This is an optimization exercise on Yosys and OpenROAD, whose aim is small area, not a production implementation.
RTL that was checked went through simulation tests only; none was proved equivalent to the original.
Power and IR drop assume default switching activity.

==> trial 34 <==
==> flow/design.v <==
`timescale 1ns/1ps
module apb_slave_hold (q, h, e, d, y);
    input  q, h, e, d;
    output y;
    assign y = (q & h) | (e & d);
endmodule
module apb_slave_rd3 (q, s, y);
    input  [2:0] q, s;
    output       y;
    assign y = ~|(q & s);
endmodule
module apb_slave_rcol (q, s, y);
    input  [255:0] q, s;
    output         y;
    wire   [85:0]  n;
    genvar g;
    generate
        for (g = 0; g < 85; g = g + 1) begin : g_rd
            apb_slave_rd3 u_rd3 (.q(q[3*g+2:3*g]), .s(s[3*g+2:3*g]), .y(n[g]));
        end
    endgenerate
    assign n[85] = ~(q[255] & s[255]);
    assign y = ~&n;
endmodule
module apb_slave (clk,
                  rst,
                  p_sel,
                  p_en,
                  p_write,
                  addr,
                  rdata,
                  wdata,
                  p_ready);
    input clk,rst,p_sel,p_write,p_en;
    input       [7:0]   addr;
    input       [31:0]  wdata;
    output reg  [31:0]  rdata;
    output reg          p_ready;
    wire acc = p_sel & p_en;
    wire wr  = acc & p_write;
    wire rd  = acc & ~p_write;
    reg  [255:0] valid;
    wire [15:0] lo  = 16'd1 << addr[3:0];
    wire [15:0] hi  = 16'd1 << addr[7:4];
    wire [15:0] wlo = lo & {16{wr}};
    wire [255:0] we, hold, rsel;
    genvar w, b;
    generate
        for (w = 0; w < 256; w = w + 1) begin : g_dec
            assign we[w]   = hi[w/16] & wlo[w%16];
            assign hold[w] = ~we[w];
            assign rsel[w] = hi[w/16] & lo[w%16] & valid[w];
        end
    endgenerate
    always @(posedge clk or negedge rst) begin
        if (!rst) valid <= 256'd0;
        else      valid <= valid | we;
    end
    wire [255:0] col [0:31];
    generate
        for (w = 0; w < 256; w = w + 1) begin : g_word
            reg  [31:0] q;
            wire [31:0] nxt;
            for (b = 0; b < 32; b = b + 1) begin : g_bit
                apb_slave_hold u_hold (.q(q[b]), .h(hold[w]), .e(we[w]),
                                       .d(wdata[b]), .y(nxt[b]));
                assign col[b][w] = q[b];
            end
            always @(posedge clk)
                q <= nxt;
        end
    endgenerate
    wire [31:0] rword;
    generate
        for (b = 0; b < 32; b = b + 1) begin : g_rcol
            apb_slave_rcol u_rcol (.q(col[b]), .s(rsel), .y(rword[b]));
        end
    endgenerate
    always @(posedge clk or negedge rst) begin
        if (!rst) begin
            p_ready <= 1'b0;
            rdata   <= 32'd0;
        end else begin
            p_ready <= acc;
            if (rd) rdata <= rword;
        end
    end
endmodule
==> flow/run.sh <==
#!/bin/bash
# synth_recipe.tcl (not shown) runs the flow's synth.tcl, then flattens the netlist and writes it again
# the make line also repeats each setting of config.mk as NAME=value (left out here)
make -C /OpenROAD-flow-scripts/flow DESIGN_CONFIG=/design/flow/config.mk WORK_HOME=/design/flow/orfs CLKGATE_MAP_FILE= SYNTH_SCRIPT=/design/flow/synth_recipe.tcl finish
==> flow/config.mk <==
export PLATFORM = sky130hd
export DESIGN_NAME = apb_slave
export DESIGN_NICKNAME = apb_slave
export VERILOG_FILES = /design/flow/design.v
export SDC_FILE = /design/flow/constraint.sdc
export NUM_CORES = 8
export LEC_CHECK = 0
export CAP_MARGIN = 20
export CORE_MARGIN = 2
export CORE_UTILIZATION = 60
export MAX_ROUTING_LAYER = met4
export SLEW_MARGIN = 20
export SYNTH_HIERARCHICAL = 1
==> flow/constraint.sdc <==
create_clock -name core_clock -period 12.0 [get_ports {clk}]
set_input_delay 2.4000 -clock core_clock [delete_from_list [all_inputs] [get_ports {clk}]]
set_output_delay 2.4000 -clock core_clock [all_outputs]
set_load 0.01 [all_outputs]
==> inputs of build 66, as changes to trial 34 <==
==> flow/design.v, changed modules only <==
module apb_slave_ins (qb, h, e1, x1, e2, x2, y);
    input  qb, h, e1, x1, e2, x2;
    output y;
    assign y = ~((qb & h) | (e1 & x1) | (e2 & x2));
endmodule
module apb_slave_rd2 (q, ns, y);
    input  [1:0] q, ns;
    output       y;
    assign y = ~((q[0] | ns[0]) & (q[1] | ns[1]));
endmodule
module apb_slave_rcol (q, ns, y);
    input  [255:0] q, ns;
    output         y;
    wire   [127:0] n;
    genvar g;
    generate
        for (g = 0; g < 128; g = g + 1) begin : g_rd
            apb_slave_rd2 u_rd2 (.q(q[2*g+1:2*g]), .ns(ns[2*g+1:2*g]), .y(n[g]));
        end
    endgenerate
    assign y = |n;
endmodule
module apb_slave (clk,
                  rst,
                  p_sel,
                  p_en,
                  p_write,
                  addr,
                  rdata,
                  wdata,
                  p_ready);
    input clk,rst,p_sel,p_write,p_en;
    input       [7:0]   addr;
    input       [31:0]  wdata;
    output reg  [31:0]  rdata;
    output reg          p_ready;
    wire acc = p_sel & p_en;
    wire wr  = acc & p_write;
    wire rd  = acc & ~p_write;
    reg [1:0] ph;
    always @(posedge clk or negedge rst) begin
        if (!rst) ph <= 2'd0;
        else      ph <= ph + 2'd1;
    end
    wire dir = wr & (addr[0] ^ ph[0]);
    wire dfr = wr & ~(addr[0] ^ ph[0]);
    reg        pv;            
    reg [7:0]  pa;            
    reg [31:0] pd;            
    always @(posedge clk or negedge rst) begin
        if (!rst) pv <= 1'b0;
        else      pv <= dfr;
    end
    always @(posedge clk) begin
        pa <= addr;
        pd <= wdata;
    end
    wire [31:0] x1 = wdata ^ {32{ph[1]}};
    wire [31:0] x2 = pd    ^ {32{ph[1]}};
    wire [127:0] dec_a = 128'd1 << addr[7:1];
    wire [127:0] dec_p = 128'd1 << pa[7:1];
    wire [127:0] e1 = dec_a & {128{dir}};
    wire [127:0] e2 = dec_p & {128{pv}} & ~e1;
    reg [1:0] cnt;
    always @(posedge clk or negedge rst) begin
        if (!rst)         cnt <= 2'd0;
        else if (!cnt[1]) cnt <= cnt + 2'd1;
    end
    wire [127:0] h  = ~(e1 | e2) & {128{cnt[1]}};
    wire ina = ~(addr[0] ^ ph[0]);      
    wire [255:0] nsel;
    wire [255:0] cq [0:31];
    genvar r, b;
    generate
        for (r = 0; r < 128; r = r + 1) begin : g_ring
            reg  [31:0] qa, qb;
            wire [31:0] na;
            for (b = 0; b < 32; b = b + 1) begin : g_bit
                apb_slave_ins u_ins (.qb(qb[b]), .h(h[r]), .e1(e1[r]), .x1(x1[b]),
                                     .e2(e2[r]), .x2(x2[b]), .y(na[b]));
                assign cq[b][2*r]   = qa[b];
                assign cq[b][2*r+1] = qb[b];
            end
            always @(posedge clk) begin
                qa <= na;
                qb <= qa;
            end
            assign nsel[2*r]   = ~(dec_a[r] &  ina);
            assign nsel[2*r+1] = ~(dec_a[r] & ~ina);
        end
    endgenerate
    wire [31:0] zero;
    generate
        for (b = 0; b < 32; b = b + 1) begin : g_rcol
            apb_slave_rcol u_rcol (.q(cq[b]), .ns(nsel), .y(zero[b]));
        end
    endgenerate
    wire vsel = cnt[1] | (cnt[0] & ina);
    wire pol  = ph[1] ^ (ph[0] & addr[0]);
    wire fwd  = pv & (pa == addr);
    wire [31:0] rval = fwd ? pd : ({32{vsel}} & ~(zero ^ {32{pol}}));
    always @(posedge clk or negedge rst) begin
        if (!rst) begin
            p_ready <= 1'b0;
            rdata   <= 32'd0;
        end else begin
            p_ready <= acc;
            if (rd) rdata <= rval;
        end
    end
endmodule
// module apb_slave_hold removed
// module apb_slave_rd3 removed
--- a/flow/config.mk
+++ b/flow/config.mk
@@ -7,7 +7,9 @@
 export LEC_CHECK = 0
-export CAP_MARGIN = 20
+export CAP_MARGIN = 30
 export CORE_MARGIN = 2
-export CORE_UTILIZATION = 60
-export MAX_ROUTING_LAYER = met4
-export SLEW_MARGIN = 20
+export CORE_UTILIZATION = 55
+export CTS_CLUSTER_DIAMETER = 100
+export CTS_CLUSTER_SIZE = 26
+export MAX_ROUTING_LAYER = met5
+export SLEW_MARGIN = 30
 export SYNTH_HIERARCHICAL = 1
==> comparison <==
- Between trial 34 and build 66, the lower count of clock-buffer cells in the layout is in build 66 (gap 850).
- Trial 34 went through all stages and came out clean. Build 66 completed without violations.
- Register-to-register slack: trial 34 is higher than build 66 (2.1 ns).
- Power: build 66 is smaller than trial 34 (21%).
- In build 66 the sequential power is lower than in trial 34, by about 1%.
- In trial 34 the maximum frequency is larger than in build 66, by about 23%.
- Of build 66 and trial 34, build 66 has the higher sequential share of layout area (gap 7.1 points).
- Against trial 34, the worst setup slack of build 66 is lower by 1.6 ns.
- Against build 66, the critical path depth of trial 34 is lower by 5.
- Against build 66, the non-clock buffer count of trial 34 is lower by 294.
- In trial 34 the sequential cell count is higher than in build 66, by 211.
Only the layout flow was run in trial 34; the RTL was not checked for function there.

## static timing again, ports no longer ideal
No port has a modelled driver above. Below, the same layouts with a new extraction and two added sets of constraints. Step 1: set_driving_cell puts a clkbuf_16 on clk and a buf_2 on each other input, an assumption about the parent block. Step 2 adds t to the input delays and takes it off the output delays; t is the mean of the earliest and latest rising clock arrival at the registers after step 1. Input paths then give back, and output paths get back, about the clock's delay inside the block. Slacks: no drivers / after step 1 / after step 2; pairs: no drivers / after step 1.
run | t, ns | setup slack, ns | worst register clock-pin slew, ns | cell pins on the clock port's net
trial 34 | 1.280 | 4.820 / 4.911 / 3.632 | 0.07 / 0.07 | 1
build 66 | 1.179 | 3.186 / 3.290 / 2.111 | 0.11 / 0.11 | 1
After both steps setup and hold are still met in every run listed. For trial 34, which loses most, drivers alone change the setup slack by +0.091 ns; drivers and shift together by -1.188 ns.
